From an optimization exercise on the open Yosys and OpenROAD flow, aimed at small area, a short achievable clock period and few clock cycles; shortcuts taken in it are not production practice. In this exercise RTL edits were held to simulation tests only and were not proved equivalent to the original. Power and IR drop assume default switching activity.

## design/flow/flow/run.sh

```bash
#!/bin/bash
set -euo pipefail
bash standard.sh \
    "BUFFER_PORTS_ARGS=-buffer_cell sky130_fd_sc_hd__buf_2" \
    MATCH_CELL_FOOTPRINT=0 \
    SETUP_SLACK_MARGIN=5.3 \
    finish > orfs_make.log 2>&1
```

## design/flow/standard.sh

```bash
#!/bin/bash
# synth_recipe.tcl (not shown) runs the flow's synth.tcl, then flattens the netlist and writes it again
# the make line also repeats each setting of config.mk as NAME=value (left out here)
make -C /OpenROAD-flow-scripts/flow DESIGN_CONFIG=/design/flow/config.mk WORK_HOME=/design/flow/orfs CLKGATE_MAP_FILE= SYNTH_SCRIPT=/design/flow/synth_recipe.tcl "${@:-finish}"
```

## design/flow/config.mk

```make
export PLATFORM = sky130hd
export DESIGN_NAME = ahb_lite_fir_filter
export DESIGN_NICKNAME = ahb_lite_fir_filter
export VERILOG_FILES = /design/flow/design.v
export SDC_FILE = /design/flow/constraint.sdc
export NUM_CORES = 4
export LEC_CHECK = 0
export ABC_AREA = 1
export CAP_MARGIN = 30
export CORE_MARGIN = 2
export CORE_UTILIZATION = 55
export CTS_CLUSTER_DIAMETER = 100
export CTS_CLUSTER_SIZE = 30
export SETUP_SLACK_MARGIN = 5
export SLEW_MARGIN = 30
export TNS_END_PERCENT = 100
```

## design/flow/constraint.sdc

```tcl
create_clock -name core_clock -period 10.0 [get_ports {clk}]
set_input_delay 2.0000 -clock core_clock [delete_from_list [all_inputs] [get_ports {clk}]]
set_output_delay 2.0000 -clock core_clock [all_outputs]
set_load 0.01 [all_outputs]
```

## design/flow/design.v

```verilog
module magnitude(
    input  logic [16:0] in,
    input  logic [3:1]  nz,
    output logic [15:0] out
);
    logic [3:0] g;            
    logic       below;
    always_comb begin
        g = {nz, 1'b0};
        for (int i = 0; i < 16; i++) begin
            below = g[i / 4];
            for (int j = 4 * (i / 4); j < i; j++) below = below | in[j];
            out[i] = in[i] ^ (in[16] & below);
        end
    end
endmodule
module mul_tree(
    input  logic [15:0] a,
    input  logic [15:0] b,
    output logic [32:0] ra,
    output logic [32:0] rb
);
    wire one0 = b[0] ^ 1'b0;
    wire two0 = (b[1] & ~b[0] & ~1'b0) | (~b[1] & b[0] & 1'b0);
    wire neg0 = b[1] & ~(b[0] & 1'b0);
    wire pp0_0 = ((one0 & a[0]) | (two0 & 1'b0)) ^ neg0;
    wire pp0_1 = ((one0 & a[1]) | (two0 & a[0])) ^ neg0;
    wire pp0_2 = ((one0 & a[2]) | (two0 & a[1])) ^ neg0;
    wire pp0_3 = ((one0 & a[3]) | (two0 & a[2])) ^ neg0;
    wire pp0_4 = ((one0 & a[4]) | (two0 & a[3])) ^ neg0;
    wire pp0_5 = ((one0 & a[5]) | (two0 & a[4])) ^ neg0;
    wire pp0_6 = ((one0 & a[6]) | (two0 & a[5])) ^ neg0;
    wire pp0_7 = ((one0 & a[7]) | (two0 & a[6])) ^ neg0;
    wire pp0_8 = ((one0 & a[8]) | (two0 & a[7])) ^ neg0;
    wire pp0_9 = ((one0 & a[9]) | (two0 & a[8])) ^ neg0;
    wire pp0_10 = ((one0 & a[10]) | (two0 & a[9])) ^ neg0;
    wire pp0_11 = ((one0 & a[11]) | (two0 & a[10])) ^ neg0;
    wire pp0_12 = ((one0 & a[12]) | (two0 & a[11])) ^ neg0;
    wire pp0_13 = ((one0 & a[13]) | (two0 & a[12])) ^ neg0;
    wire pp0_14 = ((one0 & a[14]) | (two0 & a[13])) ^ neg0;
    wire pp0_15 = ((one0 & a[15]) | (two0 & a[14])) ^ neg0;
    wire pp0_16 = ((one0 & 1'b0) | (two0 & a[15])) ^ neg0;
    wire one1 = b[2] ^ b[1];
    wire two1 = (b[3] & ~b[2] & ~b[1]) | (~b[3] & b[2] & b[1]);
    wire neg1 = b[3] & ~(b[2] & b[1]);
    wire pp1_0 = ((one1 & a[0]) | (two1 & 1'b0)) ^ neg1;
    wire pp1_1 = ((one1 & a[1]) | (two1 & a[0])) ^ neg1;
    wire pp1_2 = ((one1 & a[2]) | (two1 & a[1])) ^ neg1;
    wire pp1_3 = ((one1 & a[3]) | (two1 & a[2])) ^ neg1;
    wire pp1_4 = ((one1 & a[4]) | (two1 & a[3])) ^ neg1;
    wire pp1_5 = ((one1 & a[5]) | (two1 & a[4])) ^ neg1;
    wire pp1_6 = ((one1 & a[6]) | (two1 & a[5])) ^ neg1;
    wire pp1_7 = ((one1 & a[7]) | (two1 & a[6])) ^ neg1;
    wire pp1_8 = ((one1 & a[8]) | (two1 & a[7])) ^ neg1;
    wire pp1_9 = ((one1 & a[9]) | (two1 & a[8])) ^ neg1;
    wire pp1_10 = ((one1 & a[10]) | (two1 & a[9])) ^ neg1;
    wire pp1_11 = ((one1 & a[11]) | (two1 & a[10])) ^ neg1;
    wire pp1_12 = ((one1 & a[12]) | (two1 & a[11])) ^ neg1;
    wire pp1_13 = ((one1 & a[13]) | (two1 & a[12])) ^ neg1;
    wire pp1_14 = ((one1 & a[14]) | (two1 & a[13])) ^ neg1;
    wire pp1_15 = ((one1 & a[15]) | (two1 & a[14])) ^ neg1;
    wire pp1_16 = ((one1 & 1'b0) | (two1 & a[15])) ^ neg1;
    wire one2 = b[4] ^ b[3];
    wire two2 = (b[5] & ~b[4] & ~b[3]) | (~b[5] & b[4] & b[3]);
    wire neg2 = b[5] & ~(b[4] & b[3]);
    wire pp2_0 = ((one2 & a[0]) | (two2 & 1'b0)) ^ neg2;
    wire pp2_1 = ((one2 & a[1]) | (two2 & a[0])) ^ neg2;
    wire pp2_2 = ((one2 & a[2]) | (two2 & a[1])) ^ neg2;
    wire pp2_3 = ((one2 & a[3]) | (two2 & a[2])) ^ neg2;
    wire pp2_4 = ((one2 & a[4]) | (two2 & a[3])) ^ neg2;
    wire pp2_5 = ((one2 & a[5]) | (two2 & a[4])) ^ neg2;
    wire pp2_6 = ((one2 & a[6]) | (two2 & a[5])) ^ neg2;
    wire pp2_7 = ((one2 & a[7]) | (two2 & a[6])) ^ neg2;
    wire pp2_8 = ((one2 & a[8]) | (two2 & a[7])) ^ neg2;
    wire pp2_9 = ((one2 & a[9]) | (two2 & a[8])) ^ neg2;
    wire pp2_10 = ((one2 & a[10]) | (two2 & a[9])) ^ neg2;
    wire pp2_11 = ((one2 & a[11]) | (two2 & a[10])) ^ neg2;
    wire pp2_12 = ((one2 & a[12]) | (two2 & a[11])) ^ neg2;
    wire pp2_13 = ((one2 & a[13]) | (two2 & a[12])) ^ neg2;
    wire pp2_14 = ((one2 & a[14]) | (two2 & a[13])) ^ neg2;
    wire pp2_15 = ((one2 & a[15]) | (two2 & a[14])) ^ neg2;
    wire pp2_16 = ((one2 & 1'b0) | (two2 & a[15])) ^ neg2;
    wire one3 = b[6] ^ b[5];
    wire two3 = (b[7] & ~b[6] & ~b[5]) | (~b[7] & b[6] & b[5]);
    wire neg3 = b[7] & ~(b[6] & b[5]);
    wire pp3_0 = ((one3 & a[0]) | (two3 & 1'b0)) ^ neg3;
    wire pp3_1 = ((one3 & a[1]) | (two3 & a[0])) ^ neg3;
    wire pp3_2 = ((one3 & a[2]) | (two3 & a[1])) ^ neg3;
    wire pp3_3 = ((one3 & a[3]) | (two3 & a[2])) ^ neg3;
    wire pp3_4 = ((one3 & a[4]) | (two3 & a[3])) ^ neg3;
    wire pp3_5 = ((one3 & a[5]) | (two3 & a[4])) ^ neg3;
    wire pp3_6 = ((one3 & a[6]) | (two3 & a[5])) ^ neg3;
    wire pp3_7 = ((one3 & a[7]) | (two3 & a[6])) ^ neg3;
    wire pp3_8 = ((one3 & a[8]) | (two3 & a[7])) ^ neg3;
    wire pp3_9 = ((one3 & a[9]) | (two3 & a[8])) ^ neg3;
    wire pp3_10 = ((one3 & a[10]) | (two3 & a[9])) ^ neg3;
    wire pp3_11 = ((one3 & a[11]) | (two3 & a[10])) ^ neg3;
    wire pp3_12 = ((one3 & a[12]) | (two3 & a[11])) ^ neg3;
    wire pp3_13 = ((one3 & a[13]) | (two3 & a[12])) ^ neg3;
    wire pp3_14 = ((one3 & a[14]) | (two3 & a[13])) ^ neg3;
    wire pp3_15 = ((one3 & a[15]) | (two3 & a[14])) ^ neg3;
    wire pp3_16 = ((one3 & 1'b0) | (two3 & a[15])) ^ neg3;
    wire one4 = b[8] ^ b[7];
    wire two4 = (b[9] & ~b[8] & ~b[7]) | (~b[9] & b[8] & b[7]);
    wire neg4 = b[9] & ~(b[8] & b[7]);
    wire pp4_0 = ((one4 & a[0]) | (two4 & 1'b0)) ^ neg4;
    wire pp4_1 = ((one4 & a[1]) | (two4 & a[0])) ^ neg4;
    wire pp4_2 = ((one4 & a[2]) | (two4 & a[1])) ^ neg4;
    wire pp4_3 = ((one4 & a[3]) | (two4 & a[2])) ^ neg4;
    wire pp4_4 = ((one4 & a[4]) | (two4 & a[3])) ^ neg4;
    wire pp4_5 = ((one4 & a[5]) | (two4 & a[4])) ^ neg4;
    wire pp4_6 = ((one4 & a[6]) | (two4 & a[5])) ^ neg4;
    wire pp4_7 = ((one4 & a[7]) | (two4 & a[6])) ^ neg4;
    wire pp4_8 = ((one4 & a[8]) | (two4 & a[7])) ^ neg4;
    wire pp4_9 = ((one4 & a[9]) | (two4 & a[8])) ^ neg4;
    wire pp4_10 = ((one4 & a[10]) | (two4 & a[9])) ^ neg4;
    wire pp4_11 = ((one4 & a[11]) | (two4 & a[10])) ^ neg4;
    wire pp4_12 = ((one4 & a[12]) | (two4 & a[11])) ^ neg4;
    wire pp4_13 = ((one4 & a[13]) | (two4 & a[12])) ^ neg4;
    wire pp4_14 = ((one4 & a[14]) | (two4 & a[13])) ^ neg4;
    wire pp4_15 = ((one4 & a[15]) | (two4 & a[14])) ^ neg4;
    wire pp4_16 = ((one4 & 1'b0) | (two4 & a[15])) ^ neg4;
    wire one5 = b[10] ^ b[9];
    wire two5 = (b[11] & ~b[10] & ~b[9]) | (~b[11] & b[10] & b[9]);
    wire neg5 = b[11] & ~(b[10] & b[9]);
    wire pp5_0 = ((one5 & a[0]) | (two5 & 1'b0)) ^ neg5;
    wire pp5_1 = ((one5 & a[1]) | (two5 & a[0])) ^ neg5;
    wire pp5_2 = ((one5 & a[2]) | (two5 & a[1])) ^ neg5;
    wire pp5_3 = ((one5 & a[3]) | (two5 & a[2])) ^ neg5;
    wire pp5_4 = ((one5 & a[4]) | (two5 & a[3])) ^ neg5;
    wire pp5_5 = ((one5 & a[5]) | (two5 & a[4])) ^ neg5;
    wire pp5_6 = ((one5 & a[6]) | (two5 & a[5])) ^ neg5;
    wire pp5_7 = ((one5 & a[7]) | (two5 & a[6])) ^ neg5;
    wire pp5_8 = ((one5 & a[8]) | (two5 & a[7])) ^ neg5;
    wire pp5_9 = ((one5 & a[9]) | (two5 & a[8])) ^ neg5;
    wire pp5_10 = ((one5 & a[10]) | (two5 & a[9])) ^ neg5;
    wire pp5_11 = ((one5 & a[11]) | (two5 & a[10])) ^ neg5;
    wire pp5_12 = ((one5 & a[12]) | (two5 & a[11])) ^ neg5;
    wire pp5_13 = ((one5 & a[13]) | (two5 & a[12])) ^ neg5;
    wire pp5_14 = ((one5 & a[14]) | (two5 & a[13])) ^ neg5;
    wire pp5_15 = ((one5 & a[15]) | (two5 & a[14])) ^ neg5;
    wire pp5_16 = ((one5 & 1'b0) | (two5 & a[15])) ^ neg5;
    wire one6 = b[12] ^ b[11];
    wire two6 = (b[13] & ~b[12] & ~b[11]) | (~b[13] & b[12] & b[11]);
    wire neg6 = b[13] & ~(b[12] & b[11]);
    wire pp6_0 = ((one6 & a[0]) | (two6 & 1'b0)) ^ neg6;
    wire pp6_1 = ((one6 & a[1]) | (two6 & a[0])) ^ neg6;
    wire pp6_2 = ((one6 & a[2]) | (two6 & a[1])) ^ neg6;
    wire pp6_3 = ((one6 & a[3]) | (two6 & a[2])) ^ neg6;
    wire pp6_4 = ((one6 & a[4]) | (two6 & a[3])) ^ neg6;
    wire pp6_5 = ((one6 & a[5]) | (two6 & a[4])) ^ neg6;
    wire pp6_6 = ((one6 & a[6]) | (two6 & a[5])) ^ neg6;
    wire pp6_7 = ((one6 & a[7]) | (two6 & a[6])) ^ neg6;
    wire pp6_8 = ((one6 & a[8]) | (two6 & a[7])) ^ neg6;
    wire pp6_9 = ((one6 & a[9]) | (two6 & a[8])) ^ neg6;
    wire pp6_10 = ((one6 & a[10]) | (two6 & a[9])) ^ neg6;
    wire pp6_11 = ((one6 & a[11]) | (two6 & a[10])) ^ neg6;
    wire pp6_12 = ((one6 & a[12]) | (two6 & a[11])) ^ neg6;
    wire pp6_13 = ((one6 & a[13]) | (two6 & a[12])) ^ neg6;
    wire pp6_14 = ((one6 & a[14]) | (two6 & a[13])) ^ neg6;
    wire pp6_15 = ((one6 & a[15]) | (two6 & a[14])) ^ neg6;
    wire pp6_16 = ((one6 & 1'b0) | (two6 & a[15])) ^ neg6;
    wire one7 = b[14] ^ b[13];
    wire two7 = (b[15] & ~b[14] & ~b[13]) | (~b[15] & b[14] & b[13]);
    wire neg7 = b[15] & ~(b[14] & b[13]);
    wire pp7_0 = ((one7 & a[0]) | (two7 & 1'b0)) ^ neg7;
    wire pp7_1 = ((one7 & a[1]) | (two7 & a[0])) ^ neg7;
    wire pp7_2 = ((one7 & a[2]) | (two7 & a[1])) ^ neg7;
    wire pp7_3 = ((one7 & a[3]) | (two7 & a[2])) ^ neg7;
    wire pp7_4 = ((one7 & a[4]) | (two7 & a[3])) ^ neg7;
    wire pp7_5 = ((one7 & a[5]) | (two7 & a[4])) ^ neg7;
    wire pp7_6 = ((one7 & a[6]) | (two7 & a[5])) ^ neg7;
    wire pp7_7 = ((one7 & a[7]) | (two7 & a[6])) ^ neg7;
    wire pp7_8 = ((one7 & a[8]) | (two7 & a[7])) ^ neg7;
    wire pp7_9 = ((one7 & a[9]) | (two7 & a[8])) ^ neg7;
    wire pp7_10 = ((one7 & a[10]) | (two7 & a[9])) ^ neg7;
    wire pp7_11 = ((one7 & a[11]) | (two7 & a[10])) ^ neg7;
    wire pp7_12 = ((one7 & a[12]) | (two7 & a[11])) ^ neg7;
    wire pp7_13 = ((one7 & a[13]) | (two7 & a[12])) ^ neg7;
    wire pp7_14 = ((one7 & a[14]) | (two7 & a[13])) ^ neg7;
    wire pp7_15 = ((one7 & a[15]) | (two7 & a[14])) ^ neg7;
    wire pp7_16 = ((one7 & 1'b0) | (two7 & a[15])) ^ neg7;
    wire one8 = 1'b0 ^ b[15];
    wire two8 = (1'b0 & ~1'b0 & ~b[15]) | (~1'b0 & 1'b0 & b[15]);
    wire neg8 = 1'b0 & ~(1'b0 & b[15]);
    wire pp8_0 = ((one8 & a[0]) | (two8 & 1'b0)) ^ neg8;
    wire pp8_1 = ((one8 & a[1]) | (two8 & a[0])) ^ neg8;
    wire pp8_2 = ((one8 & a[2]) | (two8 & a[1])) ^ neg8;
    wire pp8_3 = ((one8 & a[3]) | (two8 & a[2])) ^ neg8;
    wire pp8_4 = ((one8 & a[4]) | (two8 & a[3])) ^ neg8;
    wire pp8_5 = ((one8 & a[5]) | (two8 & a[4])) ^ neg8;
    wire pp8_6 = ((one8 & a[6]) | (two8 & a[5])) ^ neg8;
    wire pp8_7 = ((one8 & a[7]) | (two8 & a[6])) ^ neg8;
    wire pp8_8 = ((one8 & a[8]) | (two8 & a[7])) ^ neg8;
    wire pp8_9 = ((one8 & a[9]) | (two8 & a[8])) ^ neg8;
    wire pp8_10 = ((one8 & a[10]) | (two8 & a[9])) ^ neg8;
    wire pp8_11 = ((one8 & a[11]) | (two8 & a[10])) ^ neg8;
    wire pp8_12 = ((one8 & a[12]) | (two8 & a[11])) ^ neg8;
    wire pp8_13 = ((one8 & a[13]) | (two8 & a[12])) ^ neg8;
    wire pp8_14 = ((one8 & a[14]) | (two8 & a[13])) ^ neg8;
    wire pp8_15 = ((one8 & a[15]) | (two8 & a[14])) ^ neg8;
    wire pp8_16 = ((one8 & 1'b0) | (two8 & a[15])) ^ neg8;
    wire hs0 = pp0_16 ^ pp1_14;
    wire hc0 = pp0_16 & pp1_14;
    wire fs1 = ~neg0 ^ pp1_15 ^ pp2_13;
    wire fc1 = (~neg0 & pp1_15) | (~neg0 & pp2_13) | (pp1_15 & pp2_13);
    wire hs2 = pp1_16 ^ pp2_14;
    wire hc2 = pp1_16 & pp2_14;
    wire hs3 = pp0_10 ^ pp1_8;
    wire hc3 = pp0_10 & pp1_8;
    wire hs4 = pp0_11 ^ pp1_9;
    wire hc4 = pp0_11 & pp1_9;
    wire fs5 = pp0_12 ^ pp1_10 ^ pp2_8;
    wire fc5 = (pp0_12 & pp1_10) | (pp0_12 & pp2_8) | (pp1_10 & pp2_8);
    wire hs6 = pp3_6 ^ pp4_4;
    wire hc6 = pp3_6 & pp4_4;
    wire fs7 = pp0_13 ^ pp1_11 ^ pp2_9;
    wire fc7 = (pp0_13 & pp1_11) | (pp0_13 & pp2_9) | (pp1_11 & pp2_9);
    wire hs8 = pp3_7 ^ pp4_5;
    wire hc8 = pp3_7 & pp4_5;
    wire fs9 = pp0_14 ^ pp1_12 ^ pp2_10;
    wire fc9 = (pp0_14 & pp1_12) | (pp0_14 & pp2_10) | (pp1_12 & pp2_10);
    wire fs10 = pp3_8 ^ pp4_6 ^ pp5_4;
    wire fc10 = (pp3_8 & pp4_6) | (pp3_8 & pp5_4) | (pp4_6 & pp5_4);
    wire hs11 = pp6_2 ^ pp7_0;
    wire hc11 = pp6_2 & pp7_0;
    wire fs12 = pp0_15 ^ pp1_13 ^ pp2_11;
    wire fc12 = (pp0_15 & pp1_13) | (pp0_15 & pp2_11) | (pp1_13 & pp2_11);
    wire fs13 = pp3_9 ^ pp4_7 ^ pp5_5;
    wire fc13 = (pp3_9 & pp4_7) | (pp3_9 & pp5_5) | (pp4_7 & pp5_5);
    wire hs14 = pp6_3 ^ pp7_1;
    wire hc14 = pp6_3 & pp7_1;
    wire fs15 = pp2_12 ^ pp3_10 ^ pp4_8;
    wire fc15 = (pp2_12 & pp3_10) | (pp2_12 & pp4_8) | (pp3_10 & pp4_8);
    wire fs16 = pp5_6 ^ pp6_4 ^ pp7_2;
    wire fc16 = (pp5_6 & pp6_4) | (pp5_6 & pp7_2) | (pp6_4 & pp7_2);
    wire fs17 = pp8_0 ^ neg8 ^ hs0;
    wire fc17 = (pp8_0 & neg8) | (pp8_0 & hs0) | (neg8 & hs0);
    wire fs18 = pp3_11 ^ pp4_9 ^ pp5_7;
    wire fc18 = (pp3_11 & pp4_9) | (pp3_11 & pp5_7) | (pp4_9 & pp5_7);
    wire fs19 = pp6_5 ^ pp7_3 ^ pp8_1;
    wire fc19 = (pp6_5 & pp7_3) | (pp6_5 & pp8_1) | (pp7_3 & pp8_1);
    wire fs20 = 1'b1 ^ fs1 ^ hc0;
    wire fc20 = (1'b1 & fs1) | (1'b1 & hc0) | (fs1 & hc0);
    wire fs21 = pp3_12 ^ pp4_10 ^ pp5_8;
    wire fc21 = (pp3_12 & pp4_10) | (pp3_12 & pp5_8) | (pp4_10 & pp5_8);
    wire fs22 = pp6_6 ^ pp7_4 ^ pp8_2;
    wire fc22 = (pp6_6 & pp7_4) | (pp6_6 & pp8_2) | (pp7_4 & pp8_2);
    wire fs23 = 1'b1 ^ hs2 ^ fc1;
    wire fc23 = (1'b1 & hs2) | (1'b1 & fc1) | (hs2 & fc1);
    wire fs24 = ~neg1 ^ pp2_15 ^ pp3_13;
    wire fc24 = (~neg1 & pp2_15) | (~neg1 & pp3_13) | (pp2_15 & pp3_13);
    wire fs25 = pp4_11 ^ pp5_9 ^ pp6_7;
    wire fc25 = (pp4_11 & pp5_9) | (pp4_11 & pp6_7) | (pp5_9 & pp6_7);
    wire fs26 = pp7_5 ^ pp8_3 ^ hc2;
    wire fc26 = (pp7_5 & pp8_3) | (pp7_5 & hc2) | (pp8_3 & hc2);
    wire fs27 = pp2_16 ^ pp3_14 ^ pp4_12;
    wire fc27 = (pp2_16 & pp3_14) | (pp2_16 & pp4_12) | (pp3_14 & pp4_12);
    wire fs28 = pp5_10 ^ pp6_8 ^ pp7_6;
    wire fc28 = (pp5_10 & pp6_8) | (pp5_10 & pp7_6) | (pp6_8 & pp7_6);
    wire hs29 = pp8_4 ^ 1'b1;
    wire hc29 = pp8_4 & 1'b1;
    wire fs30 = ~neg2 ^ pp3_15 ^ pp4_13;
    wire fc30 = (~neg2 & pp3_15) | (~neg2 & pp4_13) | (pp3_15 & pp4_13);
    wire fs31 = pp5_11 ^ pp6_9 ^ pp7_7;
    wire fc31 = (pp5_11 & pp6_9) | (pp5_11 & pp7_7) | (pp6_9 & pp7_7);
    wire fs32 = pp3_16 ^ pp4_14 ^ pp5_12;
    wire fc32 = (pp3_16 & pp4_14) | (pp3_16 & pp5_12) | (pp4_14 & pp5_12);
    wire hs33 = pp6_10 ^ pp7_8;
    wire hc33 = pp6_10 & pp7_8;
    wire fs34 = ~neg3 ^ pp4_15 ^ pp5_13;
    wire fc34 = (~neg3 & pp4_15) | (~neg3 & pp5_13) | (pp4_15 & pp5_13);
    wire hs35 = pp4_16 ^ pp5_14;
    wire hc35 = pp4_16 & pp5_14;
    wire hs36 = pp0_6 ^ pp1_4;
    wire hc36 = pp0_6 & pp1_4;
    wire hs37 = pp0_7 ^ pp1_5;
    wire hc37 = pp0_7 & pp1_5;
    wire fs38 = pp0_8 ^ pp1_6 ^ pp2_4;
    wire fc38 = (pp0_8 & pp1_6) | (pp0_8 & pp2_4) | (pp1_6 & pp2_4);
    wire hs39 = pp3_2 ^ pp4_0;
    wire hc39 = pp3_2 & pp4_0;
    wire fs40 = pp0_9 ^ pp1_7 ^ pp2_5;
    wire fc40 = (pp0_9 & pp1_7) | (pp0_9 & pp2_5) | (pp1_7 & pp2_5);
    wire hs41 = pp3_3 ^ pp4_1;
    wire hc41 = pp3_3 & pp4_1;
    wire fs42 = pp2_6 ^ pp3_4 ^ pp4_2;
    wire fc42 = (pp2_6 & pp3_4) | (pp2_6 & pp4_2) | (pp3_4 & pp4_2);
    wire fs43 = pp5_0 ^ neg5 ^ hs3;
    wire fc43 = (pp5_0 & neg5) | (pp5_0 & hs3) | (neg5 & hs3);
    wire fs44 = pp2_7 ^ pp3_5 ^ pp4_3;
    wire fc44 = (pp2_7 & pp3_5) | (pp2_7 & pp4_3) | (pp3_5 & pp4_3);
    wire fs45 = pp5_1 ^ hs4 ^ hc3;
    wire fc45 = (pp5_1 & hs4) | (pp5_1 & hc3) | (hs4 & hc3);
    wire fs46 = pp5_2 ^ pp6_0 ^ neg6;
    wire fc46 = (pp5_2 & pp6_0) | (pp5_2 & neg6) | (pp6_0 & neg6);
    wire fs47 = fs5 ^ hs6 ^ hc4;
    wire fc47 = (fs5 & hs6) | (fs5 & hc4) | (hs6 & hc4);
    wire fs48 = pp5_3 ^ pp6_1 ^ fs7;
    wire fc48 = (pp5_3 & pp6_1) | (pp5_3 & fs7) | (pp6_1 & fs7);
    wire fs49 = hs8 ^ fc5 ^ hc6;
    wire fc49 = (hs8 & fc5) | (hs8 & hc6) | (fc5 & hc6);
    wire fs50 = neg7 ^ fs9 ^ fs10;
    wire fc50 = (neg7 & fs9) | (neg7 & fs10) | (fs9 & fs10);
    wire fs51 = hs11 ^ fc7 ^ hc8;
    wire fc51 = (hs11 & fc7) | (hs11 & hc8) | (fc7 & hc8);
    wire fs52 = fs12 ^ fs13 ^ hs14;
    wire fc52 = (fs12 & fs13) | (fs12 & hs14) | (fs13 & hs14);
    wire fs53 = fc9 ^ fc10 ^ hc11;
    wire fc53 = (fc9 & fc10) | (fc9 & hc11) | (fc10 & hc11);
    wire fs54 = fs15 ^ fs16 ^ fs17;
    wire fc54 = (fs15 & fs16) | (fs15 & fs17) | (fs16 & fs17);
    wire fs55 = fc12 ^ fc13 ^ hc14;
    wire fc55 = (fc12 & fc13) | (fc12 & hc14) | (fc13 & hc14);
    wire fs56 = fs18 ^ fs19 ^ fs20;
    wire fc56 = (fs18 & fs19) | (fs18 & fs20) | (fs19 & fs20);
    wire fs57 = fc15 ^ fc16 ^ fc17;
    wire fc57 = (fc15 & fc16) | (fc15 & fc17) | (fc16 & fc17);
    wire fs58 = fs21 ^ fs22 ^ fs23;
    wire fc58 = (fs21 & fs22) | (fs21 & fs23) | (fs22 & fs23);
    wire fs59 = fc18 ^ fc19 ^ fc20;
    wire fc59 = (fc18 & fc19) | (fc18 & fc20) | (fc19 & fc20);
    wire fs60 = fs24 ^ fs25 ^ fs26;
    wire fc60 = (fs24 & fs25) | (fs24 & fs26) | (fs25 & fs26);
    wire fs61 = fc21 ^ fc22 ^ fc23;
    wire fc61 = (fc21 & fc22) | (fc21 & fc23) | (fc22 & fc23);
    wire fs62 = fs27 ^ fs28 ^ hs29;
    wire fc62 = (fs27 & fs28) | (fs27 & hs29) | (fs28 & hs29);
    wire fs63 = fc24 ^ fc25 ^ fc26;
    wire fc63 = (fc24 & fc25) | (fc24 & fc26) | (fc25 & fc26);
    wire fs64 = pp8_5 ^ fs30 ^ fs31;
    wire fc64 = (pp8_5 & fs30) | (pp8_5 & fs31) | (fs30 & fs31);
    wire fs65 = fc27 ^ fc28 ^ hc29;
    wire fc65 = (fc27 & fc28) | (fc27 & hc29) | (fc28 & hc29);
    wire fs66 = pp8_6 ^ 1'b1 ^ fs32;
    wire fc66 = (pp8_6 & 1'b1) | (pp8_6 & fs32) | (1'b1 & fs32);
    wire fs67 = hs33 ^ fc30 ^ fc31;
    wire fc67 = (hs33 & fc30) | (hs33 & fc31) | (fc30 & fc31);
    wire fs68 = pp6_11 ^ pp7_9 ^ pp8_7;
    wire fc68 = (pp6_11 & pp7_9) | (pp6_11 & pp8_7) | (pp7_9 & pp8_7);
    wire fs69 = fs34 ^ fc32 ^ hc33;
    wire fc69 = (fs34 & fc32) | (fs34 & hc33) | (fc32 & hc33);
    wire fs70 = pp6_12 ^ pp7_10 ^ pp8_8;
    wire fc70 = (pp6_12 & pp7_10) | (pp6_12 & pp8_8) | (pp7_10 & pp8_8);
    wire fs71 = 1'b1 ^ hs35 ^ fc34;
    wire fc71 = (1'b1 & hs35) | (1'b1 & fc34) | (hs35 & fc34);
    wire fs72 = ~neg4 ^ pp5_15 ^ pp6_13;
    wire fc72 = (~neg4 & pp5_15) | (~neg4 & pp6_13) | (pp5_15 & pp6_13);
    wire fs73 = pp7_11 ^ pp8_9 ^ hc35;
    wire fc73 = (pp7_11 & pp8_9) | (pp7_11 & hc35) | (pp8_9 & hc35);
    wire fs74 = pp5_16 ^ pp6_14 ^ pp7_12;
    wire fc74 = (pp5_16 & pp6_14) | (pp5_16 & pp7_12) | (pp6_14 & pp7_12);
    wire hs75 = pp8_10 ^ 1'b1;
    wire hc75 = pp8_10 & 1'b1;
    wire fs76 = ~neg5 ^ pp6_15 ^ pp7_13;
    wire fc76 = (~neg5 & pp6_15) | (~neg5 & pp7_13) | (pp6_15 & pp7_13);
    wire hs77 = pp6_16 ^ pp7_14;
    wire hc77 = pp6_16 & pp7_14;
    wire hs78 = pp0_4 ^ pp1_2;
    wire hc78 = pp0_4 & pp1_2;
    wire hs79 = pp0_5 ^ pp1_3;
    wire hc79 = pp0_5 & pp1_3;
    wire fs80 = pp2_2 ^ pp3_0 ^ neg3;
    wire fc80 = (pp2_2 & pp3_0) | (pp2_2 & neg3) | (pp3_0 & neg3);
    wire fs81 = pp2_3 ^ pp3_1 ^ hs37;
    wire fc81 = (pp2_3 & pp3_1) | (pp2_3 & hs37) | (pp3_1 & hs37);
    wire fs82 = neg4 ^ fs38 ^ hs39;
    wire fc82 = (neg4 & fs38) | (neg4 & hs39) | (fs38 & hs39);
    wire fs83 = fs40 ^ hs41 ^ fc38;
    wire fc83 = (fs40 & hs41) | (fs40 & fc38) | (hs41 & fc38);
    wire fs84 = fs42 ^ fs43 ^ fc40;
    wire fc84 = (fs42 & fs43) | (fs42 & fc40) | (fs43 & fc40);
    wire fs85 = fs44 ^ fs45 ^ fc42;
    wire fc85 = (fs44 & fs45) | (fs44 & fc42) | (fs45 & fc42);
    wire fs86 = fs46 ^ fs47 ^ fc44;
    wire fc86 = (fs46 & fs47) | (fs46 & fc44) | (fs47 & fc44);
    wire fs87 = fs48 ^ fs49 ^ fc46;
    wire fc87 = (fs48 & fs49) | (fs48 & fc46) | (fs49 & fc46);
    wire fs88 = fs50 ^ fs51 ^ fc48;
    wire fc88 = (fs50 & fs51) | (fs50 & fc48) | (fs51 & fc48);
    wire fs89 = fs52 ^ fs53 ^ fc50;
    wire fc89 = (fs52 & fs53) | (fs52 & fc50) | (fs53 & fc50);
    wire fs90 = fs54 ^ fs55 ^ fc52;
    wire fc90 = (fs54 & fs55) | (fs54 & fc52) | (fs55 & fc52);
    wire fs91 = fs56 ^ fs57 ^ fc54;
    wire fc91 = (fs56 & fs57) | (fs56 & fc54) | (fs57 & fc54);
    wire fs92 = fs58 ^ fs59 ^ fc56;
    wire fc92 = (fs58 & fs59) | (fs58 & fc56) | (fs59 & fc56);
    wire fs93 = fs60 ^ fs61 ^ fc58;
    wire fc93 = (fs60 & fs61) | (fs60 & fc58) | (fs61 & fc58);
    wire fs94 = fs62 ^ fs63 ^ fc60;
    wire fc94 = (fs62 & fs63) | (fs62 & fc60) | (fs63 & fc60);
    wire fs95 = fs64 ^ fs65 ^ fc62;
    wire fc95 = (fs64 & fs65) | (fs64 & fc62) | (fs65 & fc62);
    wire fs96 = fs66 ^ fs67 ^ fc64;
    wire fc96 = (fs66 & fs67) | (fs66 & fc64) | (fs67 & fc64);
    wire fs97 = fs68 ^ fs69 ^ fc66;
    wire fc97 = (fs68 & fs69) | (fs68 & fc66) | (fs69 & fc66);
    wire fs98 = fs70 ^ fs71 ^ fc68;
    wire fc98 = (fs70 & fs71) | (fs70 & fc68) | (fs71 & fc68);
    wire fs99 = fs72 ^ fs73 ^ fc70;
    wire fc99 = (fs72 & fs73) | (fs72 & fc70) | (fs73 & fc70);
    wire fs100 = fs74 ^ hs75 ^ fc72;
    wire fc100 = (fs74 & hs75) | (fs74 & fc72) | (hs75 & fc72);
    wire fs101 = pp8_11 ^ fs76 ^ fc74;
    wire fc101 = (pp8_11 & fs76) | (pp8_11 & fc74) | (fs76 & fc74);
    wire fs102 = pp8_12 ^ 1'b1 ^ hs77;
    wire fc102 = (pp8_12 & 1'b1) | (pp8_12 & hs77) | (1'b1 & hs77);
    wire fs103 = ~neg6 ^ pp7_15 ^ pp8_13;
    wire fc103 = (~neg6 & pp7_15) | (~neg6 & pp8_13) | (pp7_15 & pp8_13);
    wire hs104 = pp7_16 ^ pp8_14;
    wire hc104 = pp7_16 & pp8_14;
    wire hs105 = pp0_2 ^ pp1_0;
    wire hc105 = pp0_2 & pp1_0;
    wire hs106 = pp0_3 ^ pp1_1;
    wire hc106 = pp0_3 & pp1_1;
    wire fs107 = pp2_0 ^ neg2 ^ hs78;
    wire fc107 = (pp2_0 & neg2) | (pp2_0 & hs78) | (neg2 & hs78);
    wire fs108 = pp2_1 ^ hs79 ^ hc78;
    wire fc108 = (pp2_1 & hs79) | (pp2_1 & hc78) | (hs79 & hc78);
    wire fs109 = hs36 ^ fs80 ^ hc79;
    wire fc109 = (hs36 & fs80) | (hs36 & hc79) | (fs80 & hc79);
    wire fs110 = hc36 ^ fs81 ^ fc80;
    wire fc110 = (hc36 & fs81) | (hc36 & fc80) | (fs81 & fc80);
    wire fs111 = hc37 ^ fs82 ^ fc81;
    wire fc111 = (hc37 & fs82) | (hc37 & fc81) | (fs82 & fc81);
    wire fs112 = hc39 ^ fs83 ^ fc82;
    wire fc112 = (hc39 & fs83) | (hc39 & fc82) | (fs83 & fc82);
    wire fs113 = hc41 ^ fs84 ^ fc83;
    wire fc113 = (hc41 & fs84) | (hc41 & fc83) | (fs84 & fc83);
    wire fs114 = fc43 ^ fs85 ^ fc84;
    wire fc114 = (fc43 & fs85) | (fc43 & fc84) | (fs85 & fc84);
    wire fs115 = fc45 ^ fs86 ^ fc85;
    wire fc115 = (fc45 & fs86) | (fc45 & fc85) | (fs86 & fc85);
    wire fs116 = fc47 ^ fs87 ^ fc86;
    wire fc116 = (fc47 & fs87) | (fc47 & fc86) | (fs87 & fc86);
    wire fs117 = fc49 ^ fs88 ^ fc87;
    wire fc117 = (fc49 & fs88) | (fc49 & fc87) | (fs88 & fc87);
    wire fs118 = fc51 ^ fs89 ^ fc88;
    wire fc118 = (fc51 & fs89) | (fc51 & fc88) | (fs89 & fc88);
    wire fs119 = fc53 ^ fs90 ^ fc89;
    wire fc119 = (fc53 & fs90) | (fc53 & fc89) | (fs90 & fc89);
    wire fs120 = fc55 ^ fs91 ^ fc90;
    wire fc120 = (fc55 & fs91) | (fc55 & fc90) | (fs91 & fc90);
    wire fs121 = fc57 ^ fs92 ^ fc91;
    wire fc121 = (fc57 & fs92) | (fc57 & fc91) | (fs92 & fc91);
    wire fs122 = fc59 ^ fs93 ^ fc92;
    wire fc122 = (fc59 & fs93) | (fc59 & fc92) | (fs93 & fc92);
    wire fs123 = fc61 ^ fs94 ^ fc93;
    wire fc123 = (fc61 & fs94) | (fc61 & fc93) | (fs94 & fc93);
    wire fs124 = fc63 ^ fs95 ^ fc94;
    wire fc124 = (fc63 & fs95) | (fc63 & fc94) | (fs95 & fc94);
    wire fs125 = fc65 ^ fs96 ^ fc95;
    wire fc125 = (fc65 & fs96) | (fc65 & fc95) | (fs96 & fc95);
    wire fs126 = fc67 ^ fs97 ^ fc96;
    wire fc126 = (fc67 & fs97) | (fc67 & fc96) | (fs97 & fc96);
    wire fs127 = fc69 ^ fs98 ^ fc97;
    wire fc127 = (fc69 & fs98) | (fc69 & fc97) | (fs98 & fc97);
    wire fs128 = fc71 ^ fs99 ^ fc98;
    wire fc128 = (fc71 & fs99) | (fc71 & fc98) | (fs99 & fc98);
    wire fs129 = fc73 ^ fs100 ^ fc99;
    wire fc129 = (fc73 & fs100) | (fc73 & fc99) | (fs100 & fc99);
    wire fs130 = hc75 ^ fs101 ^ fc100;
    wire fc130 = (hc75 & fs101) | (hc75 & fc100) | (fs101 & fc100);
    wire fs131 = fc76 ^ fs102 ^ fc101;
    wire fc131 = (fc76 & fs102) | (fc76 & fc101) | (fs102 & fc101);
    wire fs132 = hc77 ^ fs103 ^ fc102;
    wire fc132 = (hc77 & fs103) | (hc77 & fc102) | (fs103 & fc102);
    wire fs133 = 1'b1 ^ hs104 ^ fc103;
    wire fc133 = (1'b1 & hs104) | (1'b1 & fc103) | (hs104 & fc103);
    wire fs134 = ~neg7 ^ pp8_15 ^ hc104;
    wire fc134 = (~neg7 & pp8_15) | (~neg7 & hc104) | (pp8_15 & hc104);
    wire hs135 = pp8_16 ^ 1'b1;
    wire hc135 = pp8_16 & 1'b1;
    assign ra = {hs135, fs134, fs133, fs132, fs131, fs130, fs129, fs128, fs127, fs126, fs125, fs124, fs123, fs122, fs121, fs120, fs119, fs118, fs117, fs116, fs115, fs114, fs113, fs112, fs111, fs110, fs109, fs108, fs107, hs106, neg1, pp0_1, pp0_0};
    assign rb = {fc134, fc133, fc132, fc131, fc130, fc129, fc128, fc127, fc126, fc125, fc124, fc123, fc122, fc121, fc120, fc119, fc118, fc117, fc116, fc115, fc114, fc113, fc112, fc111, fc110, fc109, fc108, fc107, hc106, hc105, hs105, 1'b0, neg0};
endmodule
module fir_filter(
    input  logic        clk,
    input  logic        n_rst,
    input  logic        start_sample,    
    input  logic        start_load,      
    input  logic [15:0] new_sample,      
    input  logic [63:0] coeff_regs,      
    output logic        busy,
    output logic        err,
    output logic [16:0] r_q,             
    output logic [3:1]  nz_q             
);
    logic [15:0] x0, x1, x2;             
    logic [15:0] f0, f1, f2, f3;         
    logic [16:0] q3;                     
    logic [16:0] qd;                     
    logic        e1, e2;                 
    logic [3:0]  s1;                     
    logic [3:0]  s2;                     
    logic        ld;                     
    logic [15:0] ma, mb;
    logic [32:0] ra, rb;                 
    logic [32:0] pa, pb;                 
    assign x0 = new_sample;
    always_comb begin
        ma = s1[1] ? x1 : (s1[2] ? x2 : x0);
        mb = ({16{s1[0]}} & f0) | ({16{s1[3]}} & f1) | ({16{s1[1]}} & f2) | ({16{s1[2]}} & f3);
    end
    mul_tree tree(.a(ma), .b(mb), .ra(ra), .rb(rb));
    always_ff @(posedge clk) begin
        pa <= ra;
        pb <= rb;
    end
    logic [14:0] lo;
    logic        c15;
    logic [16:0] xs;
    assign {c15, lo} = {1'b0, pa[14:0]} + {1'b0, pb[14:0]};
    assign xs = pa[31:15] + pb[31:15] + {16'd0, c15};
    wire e0 = xs[16];
    logic [17:0] ea, eb, na, nq3;
    logic [17:0] s1a, c1a, s2a, c2a;
    logic [17:0] t3, t4;
    always_comb begin
        ea  = pa[32:15];
        eb  = pb[32:15];
        if (s2[3])           na = ~{2'b00, qd[16] ? 16'd0 : qd[15:0]};
        else if (s2[0] & ~e1) na = ~{qd[16], qd};
        else                 na = '1;
        nq3 = ~{2'b00, q3[15:0]};
        s1a = ea ^ eb ^ na;
        c1a = {((ea[16:0] & eb[16:0]) | (ea[16:0] & na[16:0]) | (eb[16:0] & na[16:0])), c15};
        t3  = s1a + c1a + 18'd1;
        s2a = s1a ^ c1a ^ nq3;
        c2a = {((s1a[16:0] & c1a[16:0]) | (s1a[16:0] & nq3[16:0]) | (c1a[16:0] & nq3[16:0])), 1'b1};
        t4  = s2a + c2a + 18'd1;
    end
    logic        ovf3, ovf4, e_next;
    logic [16:0] r;
    logic [3:1]  nz3, nz4, nz;
    always_comb begin
        ovf3 = ~e2 & ~t3[17] & t3[16];
        ovf4 = t4[17] & ~t4[16];
        nz3 = {|t3[11:0], |t3[7:0], |t3[3:0]};
        nz4 = {|t4[11:0], |t4[7:0], |t4[3:0]};
        e_next = 1'b1;
        if (e0) begin
            r = 17'd0;
            nz = 3'd0;
        end else if (e1 | e2 | ovf3 | q3[16]) begin
            r = t3[16:0];
            nz = nz3;
        end else begin
            r = t4[16:0];
            nz = nz4;
            e_next = ovf4;
        end
    end
    wire acc = s2[0];
    always_ff @(posedge clk, negedge n_rst) begin
        if (!n_rst) begin
            x1 <= '0; x2 <= '0;
            f0 <= '0; f1 <= '0; f2 <= '0; f3 <= '0;
            q3 <= '0; qd <= '0; e1 <= 1'b0; e2 <= 1'b0;
            s1 <= '0; s2 <= '0; ld <= 1'b0;
            busy <= 1'b0; err <= 1'b0; r_q <= '0; nz_q <= '0;
        end else begin
            if (start_sample) begin
                x1 <= x0;
                x2 <= x1;
            end
            if (start_load) begin
                f0 <= coeff_regs[15:0];
                f1 <= coeff_regs[31:16];
                f2 <= coeff_regs[47:32];
                f3 <= coeff_regs[63:48];
            end
            if (s2[1]) qd <= t3[16:0];
            if (s2[2]) q3 <= t3[16:0];
            if (s2[3]) begin
                qd <= t3[16:0];
                e1 <= e0;
                e2 <= qd[16];
            end
            if (acc) begin
                r_q <= r;
                nz_q <= nz;
                err <= e_next;
            end else if (start_load) begin
                err <= 1'b0;
            end
            if (start_sample)    s1 <= 4'b0001;
            else if (start_load) s1 <= 4'b0010;
            else                 s1 <= {s1[2:0], 1'b0};
            s2 <= s1;
            if (start_sample)    ld <= 1'b0;
            else if (start_load) ld <= 1'b1;
            busy <= start_sample | start_load | (~ld & s1[0]) | (ld & (s1[1] | s1[2] | s1[3]));
        end
    end
endmodule
module ahb_lite_fir_filter(
    input logic clk,
    input logic n_rst,
    input logic hsel,
    input logic [3:0] haddr,
    input logic hsize,
    input logic [1:0] htrans,
    input logic hwrite,
    input logic [15:0] hwdata,
    output logic [15:0] hrdata,
    output logic hresp
);
    logic        wr_q;           
    logic [7:0]  sel_q;
    logic        a0_q, sz_q;
    logic        lo_q, hi_q;
    logic [13:4][7:0] regs;      
    logic [7:1]  reg14;          
    logic        busy, err;
    logic [15:0] fir_out;
    logic [16:0] r_q;
    logic [3:1]  nz_q;
    logic [13:4] be;
    wire   bad_addr = (hwrite & (haddr <= 4'd3)) | (haddr == 4'd15);
    assign hresp = bad_addr;
    always_comb begin
        for (int i = 4; i <= 13; i++)
            be[i] = wr_q & sel_q[i / 2] & (sz_q | (a0_q == i[0]));
    end
    wire be14 = wr_q & sel_q[7] & ~a0_q;
    wire start_sample = be[4] | be[5];
    wire start_load = be14 & hwdata[0];
    always_ff @(posedge clk, negedge n_rst) begin
        if (!n_rst) begin
            wr_q <= 1'b0;
            sel_q <= '0;
            a0_q <= 1'b0;
            sz_q <= 1'b0;
            lo_q <= 1'b0;
            hi_q <= 1'b0;
            for (int i = 4; i <= 13; i++) regs[i] <= '0;
            reg14 <= '0;
        end else begin
            wr_q <= hsel & (htrans != 2'b00) & hwrite & ~bad_addr;
            for (int k = 0; k < 8; k++) sel_q[k] <= (haddr[3:1] == k[2:0]);
            a0_q <= haddr[0];
            sz_q <= hsize;
            lo_q <= hsize | ~haddr[0];
            hi_q <= (hsize | haddr[0]) & (haddr != 4'd14);
            for (int i = 4; i <= 13; i++)
                if (be[i]) regs[i] <= i[0] ? hwdata[15:8] : hwdata[7:0];
            if (be14) reg14 <= hwdata[0] ? 7'd0 : hwdata[7:1];
        end
    end
    magnitude mag_u(.in(r_q), .nz(nz_q), .out(fir_out));
    logic [7:0] rb [0:15];
    always_comb begin
        rb[0] = {7'd0, busy};
        rb[1] = {7'd0, err};
        rb[2] = fir_out[7:0];
        rb[3] = fir_out[15:8];
        for (int i = 4; i <= 13; i++) rb[i] = regs[i];
        rb[14] = {reg14, 1'b0};
        rb[15] = 8'd0;
        hrdata = '0;
        for (int k = 0; k < 8; k++) begin
            hrdata[7:0]  = hrdata[7:0]  | ({8{sel_q[k]}} & rb[2 * k]);
            hrdata[15:8] = hrdata[15:8] | ({8{sel_q[k]}} & rb[2 * k + 1]);
        end
        hrdata[7:0]  = hrdata[7:0]  & {8{lo_q}};
        hrdata[15:8] = hrdata[15:8] & {8{hi_q}};
    end
    fir_filter filt(
        .clk(clk), .n_rst(n_rst),
        .start_sample(start_sample), .start_load(start_load),
        .new_sample({regs[5], regs[4]}),
        .coeff_regs({regs[13], regs[12], regs[11], regs[10], regs[9], regs[8], regs[7], regs[6]}),
        .busy(busy), .err(err), .r_q(r_q), .nz_q(nz_q)
    );
endmodule
```

==> results_dict.tcl, run 1 <==
set metrics [dict create \
    fmaxAchievable_mhz 214 \
    cts.sinks 327 \
    antennaDiodeCount 0 \
    grt_pass1_vias 17300 \
    synthTopCellsByArea "dfrtp_1, fa_1, nand2_1" \
    viasPerCell 5.61 \
    comb_power_share_pct 64.8 \
    cp_data_required_time_ns 8.00 \
    power_uw 7810 \
    finClkSkew_ns 0.0313 \
    path_class "flop to output port" \
    detail_route.first_pass.iterations 5 \
    power.leakage_uw 0.0122 \
    place_hpwl_mm 45.1 \
    ys.flop_type "dfrtp_1" \
    start_util_pct 56.0 \
    vias 17400 \
    startpoint_type "flop" \
    antenna_left 0 \
    finalInstanceArea_sq_um 23600 \
    arrival_ns 2.67 \
    r2r_end "filt.pa[21]" \
    timing.final.crit_share_pct 46.7 \
    clkPwrFrac_pct 10.0 \
    hold_depth 2 \
    drive_above_1_share_pct 10.2 \
    slew_violations 0 \
    synthDistinctLibCells 55 \
    yosys.area.top_type "dfrtp_1" \
    yosys_warnings 4 \
    hold_end "filt.q3[0]" \
    grt-ovfl-total 0 \
    worstReg2RegStart "filt.s1[2]" \
    fill_cells 3517 \
    grt_usage_pct 29.8 \
    gp_congestion 0.934 \
    period_minus_slack_ns 4.67 \
    cts_made_buffers 16 \
    clk_latency_ns 0.55 \
    swShare_pct 51.1 \
    rows 72 \
    finalNonFillerCells 3106 \
    grt_pass1_wl_mm 96.0 \
    setup_violations 0 \
    route.detailed.drc 0 \
    cts_tree "done" \
    hold_class "flop to flop" \
    clk_pin_slew_ns 0.11 \
    cp_max_fo 10 \
    fp.dieW_microns 203 \
    syn_area_per_cell_sq_um 8.54 \
    cts-hold-fix-buffers 0 \
    hold_start "filt.q3[0]" \
    status "no timing/DRC/antenna violations" \
    r2r_slack_ns 5.41 \
    synth_seq_cells 327 \
    place_inst 3032 \
    ios 44 \
    power_per_cell_area_nw_per_um2 332 \
    slew_headroom_pct 31.7 \
    wl_mm 60.2 \
    critPathLaunch "sel_q[5]" \
    nets 2846 \
    h-tree-depth 1 \
    area_growth_pct 8.31 \
    cts_root_buf "clkbuf_16" \
    antenna_found_initial 0 \
    tns_ns 0 \
    cts_buffer_depth 3 \
    synth_edf_count 0 \
    drt-initial-drc-count 1491 \
    multi_input_area_sq_um 12000 \
    synth_top_area_share_pct 30.3 \
    synth_fp_nets 2810 \
    seq_area_frac_synth_pct 36.2 \
    rsz0062_at_grt "yes" \
    async_flop_share_pct 80.4 \
    hold_viol 0 \
    core_sq_um 38800 \
    port_buffers 43 \
    worstMarginPinSlew_ns 1.02 \
    dp_slack_ns 4.77 \
    fp.dieH_microns 203 \
    synthCells 2547 \
    switchingPower_uw 3990 \
    maxCapViolCount 0 \
    post_dp_cell_area_sq_um 22400 \
    layout_setup_ws_ns 5.33 \
    worstSetupEndpointType "output port" \
    p_seq_share_pct 25.2 \
    synth_area_sq_um 21700 \
    layout.area.seq_sq_um 7870 \
    dieArea_sq_um 41100 \
    p_int_uw 3820 \
    ff2ff_path_depth 15 \
    peakVddDrop_mv 0.272 \
    wl_per_cell_microns 19.4 \
    grt_max_degree 160 \
]
[metal layers]
metal | vias to the layer above | track usage, % | wire length, microns
met3 | 105 | 3.35 | 3590
li1 | 8256 | - | -
met5 | - | 0 | 0
met2 | 559 | 48.5 | 27900
met4 | 0 | 8.71 | 1860
met1 | 8514 | 42.5 | 26800
[area by class of cell]
type | count | area share, %
timing repair buffer | 125 | 4.02
sequential | 327 | 33.4
clock inverter | 6 | 0.377
inverter | 420 | 6.87
tap | 518 | 2.75
clock buffer | 17 | 1.72
multi-input combinational | 1693 | 50.8
[critical path, cell delays in order, from the launching register on]
cell,delay (ns)
dfrtp_1,0.64
inv_1,0.46
o221ai_1,0.19
a221oi_1,0.51
a21oi_1,0.15
buf_2,0.17
[metrics by stage]
step	utilization (%)	hold WS (ns)
after floorplan	-	0.349
after global placement	57.7	0.462
after detailed placement	57.7	0.468
after CTS	59.6	0.494
after global routing	60.7	0.507
final	60.7	0.492
[flip-flops by register name, summed over array words and instances, names as in the netlist, 3 cells and up]
name,flops
sel_q,8
filt.x1,16
filt.pa,32
filt.f1,16
filt.qd,17
filt.f2,16
filt.s2,4
filt.nz_q,3
filt.f0,16
filt.r_q,17
filt.f3,16
reg14,7
filt.s1,4
regs,80
filt.x2,16
filt.pb,32
filt.q3,17
[cell families (layout without fill, tap and decap cells)]
group | after synthesis | after routing | synth area share (%)
buffers and inverters | 527 | 568 | 9.44
and+or+nand+nor | 721 | 721 | 13.7
xor gates and xnor gates | 165 | 165 | 6.68
adders and majority gates | 236 | 236 | 18.3
muxes | 18 | 18 | 0.932
AOI/OAI and AO/OA | 553 | 553 | 14.8
DFF | 327 | 327 | 36.2
[synthesized netlist by cell type (17+ instances only)]
| library cell | count |
|---|---|
| buf_2 | 37 |
| nor2_1 | 124 |
| a21oi_1 | 106 |
| fa_1 | 137 |
| mux2_2 | 18 |
| dfrtp_1 | 263 |
| o21ai_0 | 208 |
| nor3_1 | 17 |
| o22ai_1 | 135 |
| clkbuf_1 | 63 |
| o21ai_1 | 30 |
| inv_1 | 402 |
| xor2_1 | 151 |
| nand3_1 | 51 |
| ha_1 | 99 |
| dfxtp_1 | 64 |
| nand2_1 | 476 |
[worst max path at each step]
stage                  endpoint  slack (ns)  cells past startpoint
floorplan           filt.pa[17]        5.35                     17
global placement    filt.pa[17]        4.85                     14
detailed placement  filt.pa[21]        4.77                     16
CTS                 filt.pa[23]        5.32                     13
global route        filt.pa[17]        5.25                     15
finish               hrdata[11]        5.33                      5
[layout by cell type, fill, tap and decap left out, types with 6 or more instances in the layout]
cell type / n
a21oi_1: 106
clkbuf_16: 16
buf_2: 40
nor2_4: 8
o21ai_0: 207
clkinvlp_4: 8
nand3_2: 6
nor2_1: 118
dfxtp_1: 64
inv_2: 17
mux2_2: 18
o2111ai_1: 7
a221oi_1: 12
a31oi_1: 6
o21ai_1: 28
o22ai_2: 8
or2_2: 11
ha_1: 99
o211ai_1: 6
a22o_1: 11
buf_4: 73
nor2_2: 6
nand3_1: 51
nand4_1: 14
nor3_1: 16
nand2_1: 473
xnor2_1: 12
dfrtp_2: 6
dfrtp_1: 257
fa_1: 137
nand2_2: 6
inv_1: 390
o22ai_1: 132
xor2_1: 149
[power groups by stage]
stage | clock network (uW) | registers, uW | logic [uW]
2_1_floorplan | 0 | 1880 | 3460
3_3_place_gp | 0 | 1980 | 4790
3_5_place_dp | 0 | 1990 | 4870
4_1_cts | 802 | 1960 | 4920
5_1_grt | 839 | 2010 | 5690
6_report | 784 | 1970 | 5060
[what timing repair did]
action | 4_1_cts | 5_1_grt
setup endpoints to repair | 29 | 42
gates resized for setup | 26 | 33
pin swaps | 4 | 8
buffers inserted | 21 | 29
Testbench counts, summed over its fixed seeds: cycles 2,696.
==> run 2, diff against run 1 <==
--- a/design/flow/config.mk
+++ b/design/flow/config.mk
@@ -10,7 +10,7 @@
 export CORE_MARGIN = 2
 export CORE_UTILIZATION = 55
 export CTS_CLUSTER_DIAMETER = 100
-export CTS_CLUSTER_SIZE = 30
+export CTS_CLUSTER_SIZE = 25
 export SETUP_SLACK_MARGIN = 5
 export SLEW_MARGIN = 30
 export TNS_END_PERCENT = 100
==> run 2 against run 1 <==
Effect of this change:
- still clean on timing, DRC and antenna
- die area is the same
- synthesized cell count is the same
- critical path depth is the same
- flip-flop and latch count is the same
- area after synthesis is the same
- sequential share of layout area shrank 0.11 points
- largest power group unchanged
==> results_dict.tcl, run 2 <==
set metrics [dict create \
    swShare_pct 50.9 \
    layout_setup_ws_ns 5.34 \
    worstSetupEndpointType "output port" \
    largest_register_ffs 80 \
    nets 2849 \
    cts_tree "done" \
    antenna_found_initial 0 \
    final_core_util_pct 60.9 \
    status "no timing/DRC/antenna violations" \
    viasPerCell 5.59 \
    period_minus_slack_ns 4.66 \
    grt-ovfl-total 0 \
    cts_buffer_depth 3 \
    power_per_cell_area_nw_per_um2 334 \
    synth_top_area_share_pct 30.3 \
    async_flop_share_pct 80.4 \
    area_growth_pct 8.66 \
    antennaDiodeCount 0 \
    synth_edf_count 0 \
    hold_class "flop to flop" \
    place_hpwl_mm 45.1 \
    synth_fp_nets 2810 \
    worstReg2RegStart "filt.s1[2]" \
    h-tree-depth 1 \
    grt_usage_pct 30.0 \
    slew_violations 0 \
    hold_start "filt.f1[2]" \
    synthTopCellsByArea "dfrtp_1, fa_1, nand2_1" \
    fp.dieW_microns 203 \
    slowest_stage "nor3_4" \
    worstMarginPinSlew_ns 0.950 \
    cts_root_buf "clkbuf_16" \
    synthCells 2547 \
    top_regs "regs x80, filt.pa x32, filt.pb x32" \
    ios 44 \
    mostFrequentLayoutCells "nand2_1, inv_1, dfrtp_1, o21ai_0, xor2_1" \
    critPathLaunch "haddr[3]" \
    syn_area_per_cell_sq_um 8.54 \
    synth_area_sq_um 21700 \
    gp_congestion 0.934 \
    finClkSkew_ns 0.0499 \
    yosys_warnings 4 \
    start_util_pct 56.0 \
    p_int_uw 3870 \
    slew_headroom_pct 36.6 \
    power.leakage_uw 0.0122 \
    max_flop_register "regs" \
    maxCapViolCount 0 \
    route.detailed.drc 0 \
    cp_max_fo 5 \
    cts-hold-fix-buffers 0 \
    rows 72 \
    cts.sinks 327 \
    dp_slack_ns 4.77 \
    synth_seq_cells 327 \
    seq_area_frac_synth_pct 36.2 \
    cts_made_buffers 18 \
    switchingPower_uw 4010 \
    startpoint_type "input pin" \
    synth_xor_area_share_pct 6.68 \
    arrival_ns 2.66 \
    clk_latency_ns 0.58 \
    ys.flop_type "dfrtp_1" \
    timing.final.crit_share_pct 46.6 \
    fp.dieH_microns 203 \
    critPathTopFamily "buffers and inverters" \
    vias 17400 \
    synth_top_family_by_area "adder cells" \
    critPathMaxStageDelay_ns 0.16 \
    synthMuxAreaShare_pct 0.932 \
    yosys.area_share.simple_pct 13.7 \
    detail_route.first_pass.iterations 5 \
    cp_cell_sequence "clkbuf_4 -> inv_4 -> nor3_4 -> a32o_1 -> buf_2" \
    dieArea_sq_um 41100 \
    clkPwrFrac_pct 10.6 \
    synth_top_cells_by_count "nand2_1, inv_1, dfrtp_1" \
    synthAdderAreaFrac_pct 18.3 \
    comb_power_share_pct 64.4 \
    core_sq_um 38800 \
    setup_violations 0 \
    yosys.area.top_type "dfrtp_1" \
    finalNonFillerCells 3116 \
    rsz0062_at_grt "yes" \
    p_seq_share_pct 25.0 \
    clk_pin_slew_ns 0.09 \
    synth_most_common_cell "nand2_1" \
    cp_data_required_time_ns 8.00 \
    antenna_left 0 \
    grt_pass1_wl_mm 96.6 \
    drive_above_1_share_pct 10.4 \
    peakVddDrop_mv 0.273 \
    wl_mm 60.6 \
    synthDistinctLibCells 55 \
    port_buffers 43 \
    grt_pass1_vias 17300 \
    path_class "input pin to output port" \
    crit_buf_inv 3 \
    drt-initial-drc-count 1562 \
    grt_max_degree 160 \
    place_inst 3032 \
    fmaxAchievable_mhz 215 \
    synth_compound_gate_area_share_pct 14.8 \
    final_common_cell "nand2_1" \
    wl_per_cell_microns 19.5 \
    tns_ns 0 \
    hold_viol 0 \
    fill_cells 3504 \
]
==> run 2: cell counts after synthesis <==
No cell type changed its count.
==> run 2: power groups by stage <==
| stage | sequential, uW | combinational, uW | clock (uW) |
|---|---|---|---|
| 2_1_floorplan | 1880 | 3460 | 0 |
| 3_3_place_gp | 1980 | 4790 | 0 |
| 3_5_place_dp | 1990 | 4870 | 0 |
| 4_1_cts | 1960 | 4920 | 864 |
| 5_1_grt | 2010 | 5680 | 904 |
| 6_report | 1970 | 5080 | 839 |
==> run 2: logic make-up (layout without fill, tap and decap cells) <==
kind of cell | count (synthesis) | after routing
AND/OR/NAND/NOR | 721 | 721
multiplexers | 18 | 18
flip-flops | 327 | 327
adder cells (fa/ha/maj) | 236 | 236
buffers and inverters | 527 | 578
XOR/XNOR | 165 | 165
AO/OA/AOI/OAI | 553 | 553
==> run 2: worst reg2reg max path, cell delays in order, from the launching register on <==
cell and delay, ns:
dfrtp_2 0.47, buf_4 0.19, a22o_1 0.17, nor2_1 0.22, inv_1 0.11, ha_2 0.40
clkinvlp_2 0.35, o22ai_1 0.30, xor2_1 0.23, fa_1 0.45, fa_1 0.51, fa_1 0.55
inv_1 0.05, fa_1 0.43
==> run 2: repair_timing <==
action,CTS,global route
gates cloned,0,1
setup endpoints to repair,27,46
pin swaps,4,14
setup buffers,20,29
resized for setup,26,35
==> run 2: cell type report <==
type	instances	area, sq um	share of cell area [%]
multi-input cells	1693	12000	50.7
repair buffers	125	922	3.90
repair inverters	1	5.00	0.0212
clock inverters	6	97.6	0.413
clock buffers	26	480	2.03
inverters	420	1620	6.85
flip-flops and latches	327	7870	33.3
well taps	518	648	2.74
==> run 2: final timing paths <==
kind                                to  depth (start not counted)  slack [ns]
hold / removal              filt.f1[2]                          2        0.49
min in group asynchronous   filt.x2[4]                          1        1.26
setup reg to reg           filt.pa[20]                         13        5.41
hold reg to reg             filt.f1[2]                          2        0.49
max in group asynchronous  filt.f0[15]                          2        7.61
setup / recovery                 hresp                          5        5.34
==> run 2: routing by layer <==
metal / vias to the layer above / global-route usage, % / routed length, microns
li1: 8274 / - / -
met1: 8477 / 42.8 / 27200
met2: 571 / 48.4 / 27800
met3: 109 / 3.40 / 3670
met4: 0 / 8.94 / 2000
met5: - / 0 / 0
==> run 2: metrics by stage <==
stage / total power, uW / cell area, sq um / hold WS [ns]
global route: 8600 / 23600 / 0.505
detailed placement: 6860 / 22400 / 0.468
floorplan: 5340 / 21700 / 0.349
CTS: 7750 / 23200 / 0.492
global placement: 6770 / 22400 / 0.462
finish: 7890 / 23600 / 0.492
==> run 3, diff against run 2 <==
--- a/design/flow/config.mk
+++ b/design/flow/config.mk
@@ -6,11 +6,11 @@
 export NUM_CORES = 4
 export LEC_CHECK = 0
 export ABC_AREA = 1
-export CAP_MARGIN = 30
+export CAP_MARGIN = 20
 export CORE_MARGIN = 2
 export CORE_UTILIZATION = 55
 export CTS_CLUSTER_DIAMETER = 100
 export CTS_CLUSTER_SIZE = 25
 export SETUP_SLACK_MARGIN = 5
-export SLEW_MARGIN = 30
+export SLEW_MARGIN = 20
 export TNS_END_PERCENT = 100
==> run 3 against run 2 <==
Effect of this change:
- still clean on timing, DRC and antenna
- critical path depth stayed put
- cell area is 0.17% lower
- sequential power about the same
- critical endpoint unchanged
- highest routed layer unchanged
==> results_dict.tcl, run 3 <==
set metrics [dict create \
    status "no timing/DRC/antenna violations" \
    start_util_pct 56.0 \
    worstMarginPinSlew_ns 1.05 \
    largest_register_ffs 80 \
    synth_edf_count 0 \
    detail_route.first_pass.iterations 5 \
    peakVddDrop_mv 0.273 \
    ys.flop_type "dfrtp_1" \
    worstReg2RegStart "filt.s1[0]" \
    comb_power_share_pct 64.4 \
    fp.dieW_microns 203 \
    startpoint_type "input pin" \
    cts_tree "done" \
    fmaxAchievable_mhz 215 \
    synth_fp_nets 2810 \
    cp_data_required_time_ns 8.00 \
    yosys_warnings 4 \
    path_class "input pin to output port" \
    finClkSkew_ns 0.0494 \
    route.detailed.drc 0 \
    hold_start "filt.qd[8]" \
    final_common_cell "nand2_1" \
    syn_area_per_cell_sq_um 8.54 \
    cts_root_buf "clkbuf_16" \
    grt_max_degree 160 \
    vias 17400 \
    antennaDiodeCount 0 \
    gp_congestion 0.934 \
    fill_cells 3509 \
    grt-ovfl-total 0 \
    p_seq_share_pct 25.0 \
    synthTopCellsByArea "dfrtp_1, fa_1, nand2_1" \
    multi_input_area_sq_um 12000 \
    async_flop_share_pct 80.4 \
    drt-initial-drc-count 1468 \
    clk_latency_ns 0.58 \
    synth_top_cells_by_count "nand2_1, inv_1, dfrtp_1" \
    dieArea_sq_um 41100 \
    hold-worst-slack_ns 0.492 \
    ios 44 \
    mostFrequentLayoutCells "nand2_1, inv_1, dfrtp_1, o21ai_0, xor2_1" \
    synth_most_common_cell "nand2_1" \
    synth_seq_cells 327 \
    antenna_left 0 \
    maxCapViolCount 0 \
    wl_per_cell_microns 19.4 \
    drive_above_1_share_pct 10.3 \
    h-tree-depth 1 \
    tns_ns 0 \
    ff2ff_path_depth 15 \
    synthCells 2547 \
    grt_pass1_vias 17300 \
    clk_pin_slew_ns 0.09 \
    hold_viol 0 \
    top_regs "regs x80, filt.pa x32, filt.pb x32" \
    cts.sinks 327 \
    hold_end "filt.qd[8]" \
    worstSetupEndpointType "output port" \
    nets 2847 \
    hold_depth 2 \
    synth_area_sq_um 21700 \
    slew_violations 0 \
    clkPwrFrac_pct 10.6 \
    viasPerCell 5.59 \
    synth_top_area_share_pct 30.3 \
    antenna_found_initial 0 \
    max_flop_register "regs" \
    rsz0062_at_grt "yes" \
    power_per_cell_area_nw_per_um2 334 \
    switchingPower_uw 4010 \
    period_minus_slack_ns 4.66 \
    synthDistinctLibCells 55 \
    arrival_ns 2.66 \
    power.leakage_uw 0.0122 \
    timing.final.crit_share_pct 46.6 \
    r2r_end "filt.pa[17]" \
    cts_buffer_depth 3 \
    yosys.area.top_type "dfrtp_1" \
    hold_class "flop to flop" \
    layout.area.seq_sq_um 7870 \
    rows 72 \
    p_int_uw 3870 \
    setup_violations 0 \
    cp_max_fo 5 \
    seq_area_frac_synth_pct 36.2 \
    wl_mm 60.5 \
    slew_headroom_pct 29.9 \
    fp.dieH_microns 203 \
    swShare_pct 50.9 \
    cts-hold-fix-buffers 0 \
    cts_made_buffers 18 \
    port_buffers 43 \
    grt_usage_pct 30.0 \
    r2r_slack_ns 5.42 \
    place_hpwl_mm 45.1 \
    grt_pass1_wl_mm 96.6 \
    core_sq_um 38800 \
    area_growth_pct 8.47 \
]
-- run 3: cell counts after synthesis --
No cell type changed its count.
-- run 3: worst max-delay path, stage by stage --
cell,delay [ns]
clkbuf_4,0.15
inv_4,0.05
nor3_4,0.16
a32o_1,0.16
buf_2,0.13
-- run 3: repair_timing --
item                       4_1_cts  5_1_grt
buffers inserted                20       29
gates resized for setup         26       35
pin swaps                        4       14
cloned                           0        1
setup endpoints to repair       27       46
-- run 3: worst max path at each step --
stage | end | slack (ns) | depth (start not counted) | from
2_1_floorplan | filt.pa[17] | 5.35 | 17 | filt.s1[0]
3_3_place_gp | filt.pa[17] | 4.85 | 14 | filt.s1[0]
3_5_place_dp | filt.pa[21] | 4.77 | 16 | filt.s1[1]
4_1_cts | filt.nz_q[3] | 5.30 | 22 | filt.s2[3]
5_1_grt | filt.pa[17] | 5.25 | 15 | filt.s1[0]
6_report | hresp | 5.34 | 5 | haddr[3]
-- run 3: metrics by stage --
| stage | power [uW] | utilization, % | cell area [sq um] | cells | setup WS, ns |
|---|---|---|---|---|---|
| 2_1_floorplan | 5340 | - | 21700 | 2547 | 5.35 |
| 3_3_place_gp | 6770 | 57.7 | 22400 | 3032 | 4.85 |
| 3_5_place_dp | 6860 | 57.7 | 22400 | 3032 | 4.77 |
| 4_1_cts | 7750 | 59.8 | 23200 | 3084 | 5.30 |
| 5_1_grt | 8600 | 60.7 | 23600 | 3114 | 5.25 |
| 6_report | 7880 | 60.7 | 23600 | 3114 | 5.34 |
-- run 3: cell families (layout without fill, tap and decap cells) --
group           count (synthesis)  after routing  synth area share (%)
compound gates                553            553                  14.8
xor+xnor                      165            165                  6.68
fa+ha+maj                     236            236                  18.3
buf+inv                       527            576                  9.44
flops                         327            327                  36.2
mux                            18             18                 0.932
simple gates                  721            721                  13.7
-- run 3: area by class of cell --
| type | instances | share of cell area (%) |
|---|---|---|
| multi-input cells | 1693 | 50.8 |
| flip-flops and latches | 327 | 33.4 |
| inverters | 420 | 6.86 |
| repair buffers | 123 | 3.75 |
| well taps | 518 | 2.75 |
| clock buffers | 26 | 2.04 |
| clock inverters | 6 | 0.414 |
| repair inverters | 1 | 0.0212 |
-- run 3: power by group through the flow --
stage | logic, uW | clock network [uW] | registers, uW
finish | 5070 | 838 | 1970
global route | 5680 | 904 | 2010
CTS | 4920 | 864 | 1960
detailed placement | 4870 | 0 | 1990
global placement | 4790 | 0 | 1980
floorplan | 3460 | 0 | 1880
-- run 3: metal layers --
| metal | GRT usage (%) | up-vias | share of wire (%) |
|---|---|---|---|
| met5 | 0 | - | 0 |
| met4 | 8.94 | 0 | 3.3 |
| met3 | 3.40 | 113 | 5.5 |
| met2 | 48.4 | 542 | 46 |
| met1 | 42.8 | 8486 | 45 |
| li1 | - | 8268 | - |

static timing again, ports no longer ideal:
No port has a modelled driver above. Below, the same layouts with a new extraction and two added sets of constraints. Step 1: set_driving_cell puts a clkbuf_16 on clk and a buf_2 on each other input, an assumption about the parent block. Step 2 moves the port delays by t, midway between the first and last clock arrival at a register: inputs arrive t later, outputs are due t later. That takes back most of the time a late clock gives input paths. Three values: no drivers, after step 1, after step 2; two values: the first two.
run	shift t [ns]	slack for setup (ns)	clock arrival spread, ns	pins driven straight from the clock port
run 1	0.596	5.327 / 5.264 / 5.323	0.032 / 0.032	1
run 2	0.615	5.345 / 5.284 / 5.323	0.050 / 0.050	1
run 3	0.613	5.345 / 5.298 / 5.323	0.049 / 0.049	1
After both steps setup and hold are still met in every run listed.
